Background: an optimization exercise with open tools, aiming at small area, a short achievable clock period and few clock cycles per item. Do not read the settings as production practice.
At most, simulation tests tie the RTL to the original design; equivalence was not proved.
Power is estimated from default activity; no workload was simulated.

Design Final_p, start of the top module:
module Final_p(quotient, remainder, done, rowk, columnk, equal, clk, rst);
output [15:0] quotient, remainder;
output done;
input equal, clk, rst;
input [3:0] rowk, columnk;
function [4:0] dec5;			 
	input [4:0] x;
	integer n;
	reg b;
	begin
		b = 1'b1;
		for (n = 0; n < 5; n = n + 1) begin
			dec5[n] = x[n] ^ b;
			b = b & ~x[n];
		end
	end
endfunction
function [2:0] dec3;			 
	input [2:0] x;
	begin
		dec3 = {x[2] ^ ~(x[1] | x[0]), x[1] ^ ~x[0], ~x[0]};
	end
endfunction
function [2:0] inc3;			 
	input [2:0] x;
	begin
		inc3 = {x[2] ^ (x[1] & x[0]), x[1] ^ x[0], ~x[0]};
	end
endfunction
wire row_ok = (rowk == 4'd1) | (rowk == 4'd2) | (rowk == 4'd4) | (rowk == 4'd8);
wire col_ok = (columnk == 4'd1) | (columnk == 4'd2) | (columnk == 4'd4) | (columnk == 4'd8);
wire kv = row_ok & col_ok;
wire [1:0] ri = {rowk[3] | rowk[2], rowk[3] | rowk[1]};
wire [1:0] ci = {columnk[3] | columnk[2], columnk[3] | columnk[1]};
reg [3:0] d;
always @(*) begin
	case ({ri, ci})
		4'b1111: d = 4'd15;
		4'b1110: d = 4'd14;
		4'b1101: d = 4'd13;
		4'b1100: d = 4'd12;
		4'b1011: d = 4'd11;
		4'b1010: d = 4'd10;
		4'b1001: d = 4'd0;
		4'b1000: d = 4'd9;
		4'b0111: d = 4'd8;
		4'b0110: d = 4'd7;
		4'b0101: d = 4'd6;
		4'b0100: d = 4'd5;
		4'b0011: d = 4'd4;
		4'b0010: d = 4'd3;
		4'b0001: d = 4'd2;
		default: d = 4'd1;
	endcase
end
reg prev_kv;
wire press = kv & ~prev_kv;
reg [2:0] cnt;		 
reg full;		 
reg [15:0] r;		 
reg [15:0] dv;		 
reg [15:0] q;		 
reg [4:0] p;		 
reg nz;			 
wire dnz = (d != 4'd0);
wire first = (cnt == 3'd4);
wire last = (cnt == 3'd7);
wire nzp = nz & ~first;					 
wire [3:0] nd = d[3] ? d : d[2] ? {d[2:0], 1'b0} : d[1] ? {d[1:0], 2'b0} : {d[0], 3'b0};
wire [3:0] val = nzp ? d : nd;
wire [4:0] pm4 = {dec3(p[4:2]), p[1:0]};
wire [4:0] pb = last ? p : pm4;
wire [4:0] pb4 = {inc3(pb[4:2]), pb[1:0]};
wire [4:0] pb3 = dec5(pb4);
wire [4:0] pb2 = dec5(pb3);
wire [4:0] pb1 = dec5(pb2);
wire [4:0] pl = d[3] ? pb : d[2] ? pb1 : d[1] ? pb2 : pb3;
reg [4:0] pa;
always @(*) begin
	case ({cnt[1:0], d[3], d[2], d[1]})
		5'b00100, 5'b00101, 5'b00110, 5'b00111: pa = 5'd12;
		5'b00010, 5'b00011: pa = 5'd11;
		5'b00001: pa = 5'd10;
		5'b00000: pa = 5'd9;
		5'b01100, 5'b01101, 5'b01110, 5'b01111: pa = 5'd8;
		5'b01010, 5'b01011: pa = 5'd7;
		5'b01001: pa = 5'd6;
		5'b01000: pa = 5'd5;
  ...
==> flow/config.mk <==
export PLATFORM = sky130hd
export DESIGN_NAME = Final_p
export DESIGN_NICKNAME = Final_p
export VERILOG_FILES = /design/flow/design.v
export SDC_FILE = /design/flow/constraint.sdc
export NUM_CORES = 4
export LEC_CHECK = 0
export CAP_MARGIN = 20
export CORE_MARGIN = 2
export CORE_UTILIZATION = 40
export SETUP_SLACK_MARGIN = 2.0
export SLEW_MARGIN = 20
==> flow/constraint.sdc <==
create_clock -name core_clock -period 4.0 [get_ports {clk}]
set_input_delay 0.8000 -clock core_clock [delete_from_list [all_inputs] [get_ports {clk}]]
set_output_delay 0.8000 -clock core_clock [all_outputs]
set_load 0.01 [all_outputs]
standard.sh (not shown) runs the stock make flow with config.mk's settings and CLKGATE_MAP_FILE= SYNTH_SCRIPT=/design/flow/synth_recipe.tcl, a recipe that flattens the netlist after the stock synthesis.
==> flow/flow/run.sh <==
#!/bin/bash
# Standard ORFS layout, with plain buffers on the ports and the resizer free to
# swap any cell for another of the same function.
set -u
bash standard.sh finish \
  'BUFFER_PORTS_ARGS=-buffer_cell sky130_fd_sc_hd__buf_2' \
  MATCH_CELL_FOOTPRINT=0 > standard.log 2>&1
Next try:
- SETUP_SLACK_MARGIN: 2.0 -> unset
Maximum frequency drops by 17%.
Wire length is lower by 23%.
Synthesized cell count is unchanged.
Non-clock buffer count came out lower by 69.
Area after synthesis is unchanged.
First-iteration DRC count shrinks by 34%.
Worst setup slack is worse by 630 ps.
Worst hold slack is better by 4.5 ps.
Global-route usage shrinks by 5.1 points.
Total power drops by 24%.
Clock-buffer cell count stays the same.
Next try:
==> flow/run.sh (new file) <==
#!/bin/bash
# synth_recipe.tcl (not shown) runs the flow's synth.tcl, then flattens the netlist and writes it again
# the make line also repeats each setting of config.mk as NAME=value (left out here)
make -C /OpenROAD-flow-scripts/flow DESIGN_CONFIG=/design/flow/config.mk WORK_HOME=/design/flow/orfs CLKGATE_MAP_FILE= SYNTH_SCRIPT=/design/flow/synth_recipe.tcl finish
removed: flow/flow/run.sh
removed: flow/standard.sh
Worst hold slack improves by 120 ps.
Clock-buffer cell count stays the same.
Clock power goes up by 21%.
Wire length is higher by 8.1%.
Synthesized cell count stays the same.
No functional check of the RTL was part of any run of this note.

========
Another version of the RTL of Final_p (not shown whole).
Size: ~59 flip-flops, roughly 44 I/O pins, about 0.0044 mm2 of cells after synthesis.
==> flow/config.mk <==
export PLATFORM = sky130hd
export DESIGN_NAME = Final_p
export DESIGN_NICKNAME = Final_p
export VERILOG_FILES = /design/flow/design.v
export SDC_FILE = /design/flow/constraint.sdc
export NUM_CORES = 4
export LEC_CHECK = 0
export CAP_MARGIN = 20
export CORE_MARGIN = 2
export CORE_UTILIZATION = 65
export PLACE_DENSITY = 0.8
export SETUP_SLACK_MARGIN = 1.2
export SLEW_MARGIN = 20
==> flow/constraint.sdc <==
create_clock -name core_clock -period 4.0 [get_ports {clk}]
set_input_delay 0.8000 -clock core_clock [delete_from_list [all_inputs] [get_ports {clk}]]
set_output_delay 0.8000 -clock core_clock [all_outputs]
set_load 0.01 [all_outputs]
==> flow/flow/run.sh <==
#!/bin/bash
# The standard layout (standard.sh), with these make settings changed:
#  - plain sky130_fd_sc_hd__buf_1 cells as the port buffers (every port still gets one);
#  - MATCH_CELL_FOOTPRINT=0: the resizer may swap a cell for any other of the
#    same function;
#  - CTS_ARGS: clock tree synthesis without dummy loads.
# Synthesis is the standard one.  The full make output goes to standard.log.
set -u
bash standard.sh finish \
  'BUFFER_PORTS_ARGS=-buffer_cell sky130_fd_sc_hd__buf_1' \
  MATCH_CELL_FOOTPRINT=0 \
  'CTS_ARGS=-sink_clustering_enable -repair_clock_nets -dont_use_dummy_load -buf_list sky130_fd_sc_hd__clkbuf_8 -sink_clustering_size 40 -sink_clustering_max_diameter 200' > standard.log 2>&1
Testbench counts at the start, summed over its fixed seeds: cycles 9,363, divisions 1,600.
Rerun with:
==> flow/flow/run.sh (replaced) <==
#!/bin/bash
# Standard ORFS layout, with plain buffers on the ports and the resizer free to
# swap any cell for another of the same function.
set -u
bash standard.sh finish \
  'BUFFER_PORTS_ARGS=-buffer_cell sky130_fd_sc_hd__buf_1' \
  MATCH_CELL_FOOTPRINT=0 > standard.log 2>&1
Settings changed: CORE_UTILIZATION 65 to 40, CTS_BUF_LIST set to sky130_fd_sc_hd__clkbuf_8, CTS_CLUSTER_DIAMETER set to 200, CTS_CLUSTER_SIZE set to 40, PLACE_DENSITY 0.8 to unset.
Clock-buffer cell count does not change; area after synthesis is unchanged; total power went up by 9.9%; register-to-register slack gets worse by 40 ps; global-route usage falls by 9.0 points; die area rose by 59%.
Rerun with:
Settings changed: CORE_UTILIZATION 40 to 65, PLACE_DENSITY set to 0.8.
Die area went down by well over a third. Power falls by a few percent. Combinational power came out lower by a few percent.

## static timing again, ports no longer ideal
How much do the figures lean on ideal ports? The routed layouts below were timed once more, with nothing changed but the port constraints. Step 1, drivers: a clkbuf_16 drives clk and a buf_2 each remaining input, both assumed. Step 2 moves the port delays by t, midway between the first and last clock arrival at a register: inputs arrive t later, outputs are due t later. That takes back most of the time a late clock gives input paths. Slacks: ideal ports / drivers / drivers and shift; pairs: ideal ports / drivers.
run | shift t [ns] | slack for setup (ns) | worst setup path at the end | worst slew at a driven data input, ns
the first run of note 1 | 0.368 | 0.939 / 0.939 / 0.841 | input to register | 0.05
the second run of note 1 | 0.374 | 0.305 / 0.305 / 0.305 | register to register | 0.04
the third run of note 1 | 0.385 | 0.391 / 0.391 / 0.294 | input to register | 0.04
the first run of note 2 | 0.363 | 1.318 / 1.318 / 0.996 | input to register | 0.03
the second run of note 2 | 0.382 | 1.279 / 1.279 / 1.045 | input to register | 0.03
the third run of note 2 | 0.387 | 1.320 / 1.320 / 1.004 | input to register | 0.03
After both steps setup and hold are still met in every run listed. For the first run of note 2, which loses most, drivers alone change the setup slack by 0.000 ns; drivers and shift together by -0.322 ns.
